This design comes from an exercise in tuning for small area on the open sky130 flow, not from production work.
At most, simulation tests tie the RTL to the original design; equivalence was not proved.

Setup of raven:
// top_level_pong
module top_level_pong(
    input logic clk,
    input logic reset,
    input logic btnU,
    input logic btnL,
    input logic btnR,
    input logic btnD,
    input logic pong_en,
    input logic RsRx,
    output logic [3:0] vgaRed,
    output logic [3:0] vgaGreen,
    output logic [3:0] vgaBlue,
    output logic Vsync,
    output logic Hsync
);
For scale: about 530 cells after synthesis.
==> module top_level_pong, before the edit <==
module top_level_pong(
    input logic clk,
    input logic reset,
    input logic btnU,
    input logic btnL,
    input logic btnR,
    input logic btnD,
    input logic pong_en,
    input logic RsRx,
    output logic [3:0] vgaRed,
    output logic [3:0] vgaGreen,
    output logic [3:0] vgaBlue,
    output logic Vsync,
    output logic Hsync
);
logic [6:0] s;
logic [5:0] col, row;
logic [3:0] vl;
logic s_end, h_end, v_end;
assign s_end = &s[3:0];                             
assign h_end = s_end & col[5] & col[4] & col[0];    
assign v_end = row[5] & vl[3] & vl[2];              
always_ff @(posedge clk) begin
    if (reset)
        s <= 7'd0;
    else if (s_end)
        s <= 7'd1;
    else
        s <= {s[5:0], ~(s[6] ^ s[0])};
    col <= (reset | h_end) ? 6'd0 : col + {5'd0, s_end};
    {row, vl} <= (reset | (h_end & v_end)) ? 10'd0 : {row, vl} + {9'd0, h_end};
end
assign Hsync = ~(col[5] & ~col[4] & col[3] & (col[2:0] != 3'd0) & (col[2:0] != 3'd7));
assign Vsync = ~(row[4] & row[3] & row[2] & row[1] & ~row[0] & vl[3] & ~vl[2] & vl[1]);
localparam logic [16:0] U_V1 = 17'd115365;
localparam logic [16:0] U_V2 = 17'd22196;
localparam logic [16:0] UP = 17'h0AAAA;
logic        busy;
logic [16:0] us, un, un_next;
logic        drdy;
assign un = us ^ UP;
assign drdy = ~busy & un[5];
assign un_next = (reset | ~busy) ? {16'd0, RsRx} : {un[15:0], ~(un[16] ^ un[10])};
always_ff @(posedge clk) begin
    us <= un_next ^ UP;
    if (reset)
        busy <= 1'b0;
    else if (busy)
        busy <= ~((un == U_V1 && RsRx) || un == U_V2);
    else
        busy <= un[0] & ~RsRx;
end
localparam logic [14:0] T = 15'd13410;
localparam logic [14:0] CP = 15'h2AAA;
logic run, stp;
logic [14:0] bcs, lcs, rcs, bc, lc, rc;
logic ben, len, ren, bt, lt, rt, bstep, lstep, rstep;
assign bc = bcs ^ CP;
assign lc = lcs ^ CP;
assign rc = rcs ^ CP;
assign ben = run;
assign len = run & (btnU ^ btnL);
assign ren = run & (btnR ^ btnD);
assign bt = (bc == T);
assign lt = (lc == T);
assign rt = (rc == T);
assign bstep = ben & bt;
assign lstep = len & lt;
assign rstep = ren & rt;
always_ff @(posedge clk) begin
    bcs <= ((ben & ~bt) ? {bc[13:0], ~(bc[14] ^ bc[7])} : 15'd0) ^ CP;
    lcs <= ((len & ~lt) ? {lc[13:0], ~(lc[14] ^ lc[7])} : 15'd0) ^ CP;
    rcs <= ((ren & ~rt) ? {rc[13:0], ~(rc[14] ^ rc[7])} : 15'd0) ^ CP;
end
logic [5:0] bx;
logic [4:0] by;
logic [4:1] byh;
logic dx, dy;
logic bx0, bx39, gox, goy;
assign by = {byh, ~bx[0]};
assign bx0 = (bx == 6'd0);
assign bx39 = bx[5] & bx[2] & bx[1] & bx[0];
assign gox = dx ? ~bx39 : bx0;                                       
assign goy = dy ? (by == 5'd0) : ~(by[4] & by[3] & by[2] & by[0]);   
logic [5:0] tx;
logic [4:0] ty;
assign tx[0] = bstep;
assign ty[0] = bstep;
for (genvar i = 1; i < 6; i++) assign tx[i] = tx[i-1] & ~(bx[i-1] ^ gox);
for (genvar i = 1; i < 5; i++) assign ty[i] = ty[i-1] & ~(by[i-1] ^ goy);
always_ff @(posedge clk) begin
    if (reset | ~run) begin
        bx <= 6'd19;
        byh <= 4'd7;
        dx <= 1'b0;
        dy <= 1'b0;
    end else begin
        bx <= bx ^ tx;
        byh <= byh ^ ty[4:1];
        if (bstep) begin
            dx <= gox;
            dy <= ~goy;
        end
    end
end
logic [4:0] hl, hr, tl, tr;
assign tl[0] = lstep & (btnL ? ~(hl[4] & hl[2] & hl[1] & hl[0]) : (hl != 5'd0));
assign tr[0] = rstep & (btnD ? ~(hr[4] & hr[2] & hr[1] & hr[0]) : (hr != 5'd0));
for (genvar i = 1; i < 5; i++) assign tl[i] = tl[i-1] & (hl[i-1] ^ btnU);
for (genvar i = 1; i < 5; i++) assign tr[i] = tr[i-1] & (hr[i-1] ^ btnR);
always_ff @(posedge clk) begin
    hl <= reset ? 5'd0 : hl ^ tl;
    hr <= reset ? 5'd0 : hr ^ tr;
end
logic [4:0] hb;
logic [5:0] d;
logic hit, dok, miss;
assign hb = bx[5] ? hr : hl;
assign d = {1'b0, by} - {1'b0, hb};
assign dok = d[5] ? (&d[4:1]) : (~d[4] & (~d[3] | (d[2:0] == 3'd0)));
assign hit = (hb[4:1] != 4'd0) & (by[4:1] != 4'd0) & dok;
assign miss = (bx0 | bx39) & ~hit;
always_ff @(posedge clk) begin
    if (reset) begin
        run <= 1'b0;
        stp <= 1'b0;
    end else begin
        run <= run ? ~miss : (~stp & drdy);
        stp <= run & miss;
    end
end
logic valid, on_b, on_p;
logic [4:0] hp;
logic [5:0] dp;
assign valid = ~(col[5] & (col[4] | col[3])) & ~(row[5] | (row[4] & row[3] & row[2] & row[1]));
assign hp = col[5] ? hr : hl;
assign dp = {1'b0, row[4:0]} - {1'b0, hp};
assign on_b = (col == bx) && (row[4:0] == by);
assign on_p = ((col == 6'd0) | (col[5] & col[2] & col[1] & col[0])) & ~dp[5] & ~dp[4] & ~dp[3] & ~(&dp[2:0]);
logic pix;
always_ff @(posedge clk)
    pix <= valid & ~(on_b | on_p);
assign vgaRed = {4{pix}};
assign vgaBlue = {4{pix}};
assign vgaGreen = 4'h0;
endmodule
==> flow/config.mk <==
export PLATFORM = sky130hd
export DESIGN_NAME = top_level_pong
export DESIGN_NICKNAME = top_level_pong
export VERILOG_FILES = /design/flow/design.v
export SDC_FILE = /design/flow/constraint.sdc
export NUM_CORES = 4
export LEC_CHECK = 0
export CAP_MARGIN = 20
export CORE_MARGIN = 2
export CORE_UTILIZATION = 70
export PLACE_DENSITY = 0.8
export SLEW_MARGIN = 20
==> flow/constraint.sdc <==
create_clock -name core_clock -period 10.0 [get_ports {clk}]
set_input_delay 2.0000 -clock core_clock [delete_from_list [all_inputs] [get_ports {clk}]]
set_output_delay 2.0000 -clock core_clock [all_outputs]
set_load 0.01 [all_outputs]
standard.sh (not shown) runs the stock make flow with config.mk's settings and CLKGATE_MAP_FILE= SYNTH_SCRIPT=/design/flow/synth_recipe.tcl, a recipe that flattens the netlist after the stock synthesis.
==> flow/flow/run.sh <==
#!/bin/bash
# Layout flow: the standard synthesis, then the gates between the
# registers are re-mapped for area with ABC (registers, their names and
# cell types are kept). Several ABC scripts are tried; the smallest result
# that a Yosys equivalence proof accepts replaces the synthesis netlist.
# Then the standard ORFS layout with three option changes: CTS without
# dummy loads and with clkbuf_8 buffers, buf_1 as the port buffer, and
# power recovery (downsizing of non-critical cells) after global routing.
set -euo pipefail
cd "$(dirname "$0")/.."
R=orfs/results/sky130hd/top_level_pong/base
YOSYS=yosys
if [ -x "$FLOW_HOME/../tools/install/yosys/bin/yosys" ]; then YOSYS="$FLOW_HOME/../tools/install/yosys/bin/yosys"; fi
cp "$FLOW_HOME/platforms/sky130hd/lib/sky130_fd_sc_hd__tt_025C_1v80.lib" lib.lib

bash standard.sh synth > log_1_synth.log 2>&1
cp $R/1_2_yosys.v resyn_in.v

for f in flow/abc_*.abc; do
  n=$(basename $f .abc)
  ( RESYN_IN=resyn_in.v RESYN_OUT=resyn_$n.v RESYN_LIB=lib.lib RESYN_SCRIPT=$f \
      timeout 900 "$YOSYS" -c flow/resyn.tcl > log_2_resyn_$n.log 2>&1 || true ) &
done
wait

best=""; best_area=""
for f in flow/abc_*.abc; do
  n=$(basename $f .abc)
  [ -f resyn_$n.v.stat ] || continue
  a=$(grep -A400 "=== top_level_pong" resyn_$n.v.stat | grep "Chip area" | awk '{print $NF}')
  if grep -q '\$lut' resyn_$n.v; then continue; fi
  [ -n "$a" ] || continue
  echo "$n $a" >> log_2_resyn_areas.txt
  if [ -z "$best" ] || awk -v a="$a" -v b="$best_area" 'BEGIN{exit !(a < b)}'; then
    best=$n; best_area=$a
  fi
done

used=standard
if [ -n "$best" ]; then
  cp resyn_$best.v resyn_out.v
  if "$YOSYS" -s flow/equiv.ys > log_3_equiv.log 2>&1; then
    cp resyn_out.v $R/1_2_yosys.v   # make rebuilds 1_synth.odb from it
    used="$best ($best_area)"
  fi
fi
echo "netlist used: $used" > log_3_equiv.result

bash standard.sh \
  'CTS_ARGS=-sink_clustering_enable -repair_clock_nets -dont_use_dummy_load -buf_list sky130_fd_sc_hd__clkbuf_8' \
  'BUFFER_PORTS_ARGS=-buffer_cell sky130_fd_sc_hd__buf_1' \
  'RECOVER_POWER=100' \
  finish > log_4_layout.log 2>&1
Other scripts of this flow, unchanged in this note and not shown: flow/flow/abc_c1.abc, flow/flow/abc_c5.abc, flow/flow/abc_c6.abc, flow/flow/abc_d1.abc, flow/flow/abc_d2.abc, flow/flow/abc_d3.abc, flow/flow/abc_e4.abc, flow/flow/equiv.ys, flow/flow/resyn.tcl
Modified inputs, indigo compared to raven
diff --git a/flow/design.v b/flow/design.v
--- a/flow/design.v
+++ b/flow/design.v
@@ -49,13 +49,13 @@
         busy <= ~((un == U_V1 && RsRx) || un == U_V2);
     else
         busy <= un[0] & ~RsRx;
 end
 localparam logic [14:0] T = 15'd13410;
 localparam logic [14:0] CP = 15'h2AAA;
-logic run, stp;
+logic run;
 logic [14:0] bcs, lcs, rcs, bc, lc, rc;
 logic ben, len, ren, bt, lt, rt, bstep, lstep, rstep;
 assign bc = bcs ^ CP;
 assign lc = lcs ^ CP;
 assign rc = rcs ^ CP;
 assign ben = run;
@@ -118,19 +118,16 @@
 assign hb = bx[5] ? hr : hl;
 assign d = {1'b0, by} - {1'b0, hb};
 assign dok = d[5] ? (&d[4:1]) : (~d[4] & (~d[3] | (d[2:0] == 3'd0)));
 assign hit = (hb[4:1] != 4'd0) & (by[4:1] != 4'd0) & dok;
 assign miss = (bx0 | bx39) & ~hit;
 always_ff @(posedge clk) begin
-    if (reset) begin
+    if (reset)
         run <= 1'b0;
-        stp <= 1'b0;
-    end else begin
-        run <= run ? ~miss : (~stp & drdy);
-        stp <= run & miss;
-    end
+    else
+        run <= run ? ~miss : (bx[4] & drdy);
 end
 logic valid, on_b, on_p;
 logic [4:0] hp;
 logic [5:0] dp;
 assign valid = ~(col[5] & (col[4] | col[3])) & ~(row[5] | (row[4] & row[3] & row[2] & row[1]));
 assign hp = col[5] ? hr : hl;
--- outcome ---
- Higher overall routed net length was reported by indigo, not raven.
- On die span in x, raven and indigo are basically level.
- Vertical extent of the die: indigo vs raven — no meaningful difference
- Ff count | indigo vs raven | indigo lower
- Comparing raven and indigo, the higher maximum fanout count along the critical path is on raven.
- For indigo, the capture point of the worst path was hr[4], unlike raven, where it was Hsync.
Function not checked in indigo: the RTL went through the layout flow alone.

-- separate check: timing with driven ports --
In the flow no input, the clock included, has a driving cell. The finished layouts below were timed again as built, in two steps.
Step 1: set_driving_cell puts a clkbuf_16 on clk and a buf_2 on each other input, an assumption about the parent block.
Step 2, shift: input delay + t, output delay - t, t = (earliest + latest rising clock arrival at the registers) / 2. This alone moves slack from input paths to output paths.
Three values: no drivers, after step 1, after step 2; two values: the first two.
run	t, ns	slack for setup (ns)	clock arrival spread, ns	worst slew at a driven data input, ns
raven	0.385	6.304 / 6.272 / 5.988	0.032 / 0.032	0.04
indigo	0.389	5.687 / 5.692 / 5.303	0.034 / 0.034	0.03
After both steps every run listed still meets setup and hold. The setup slack of indigo, which loses most, moves by +0.005 ns with the drivers and by -0.384 ns with both steps.
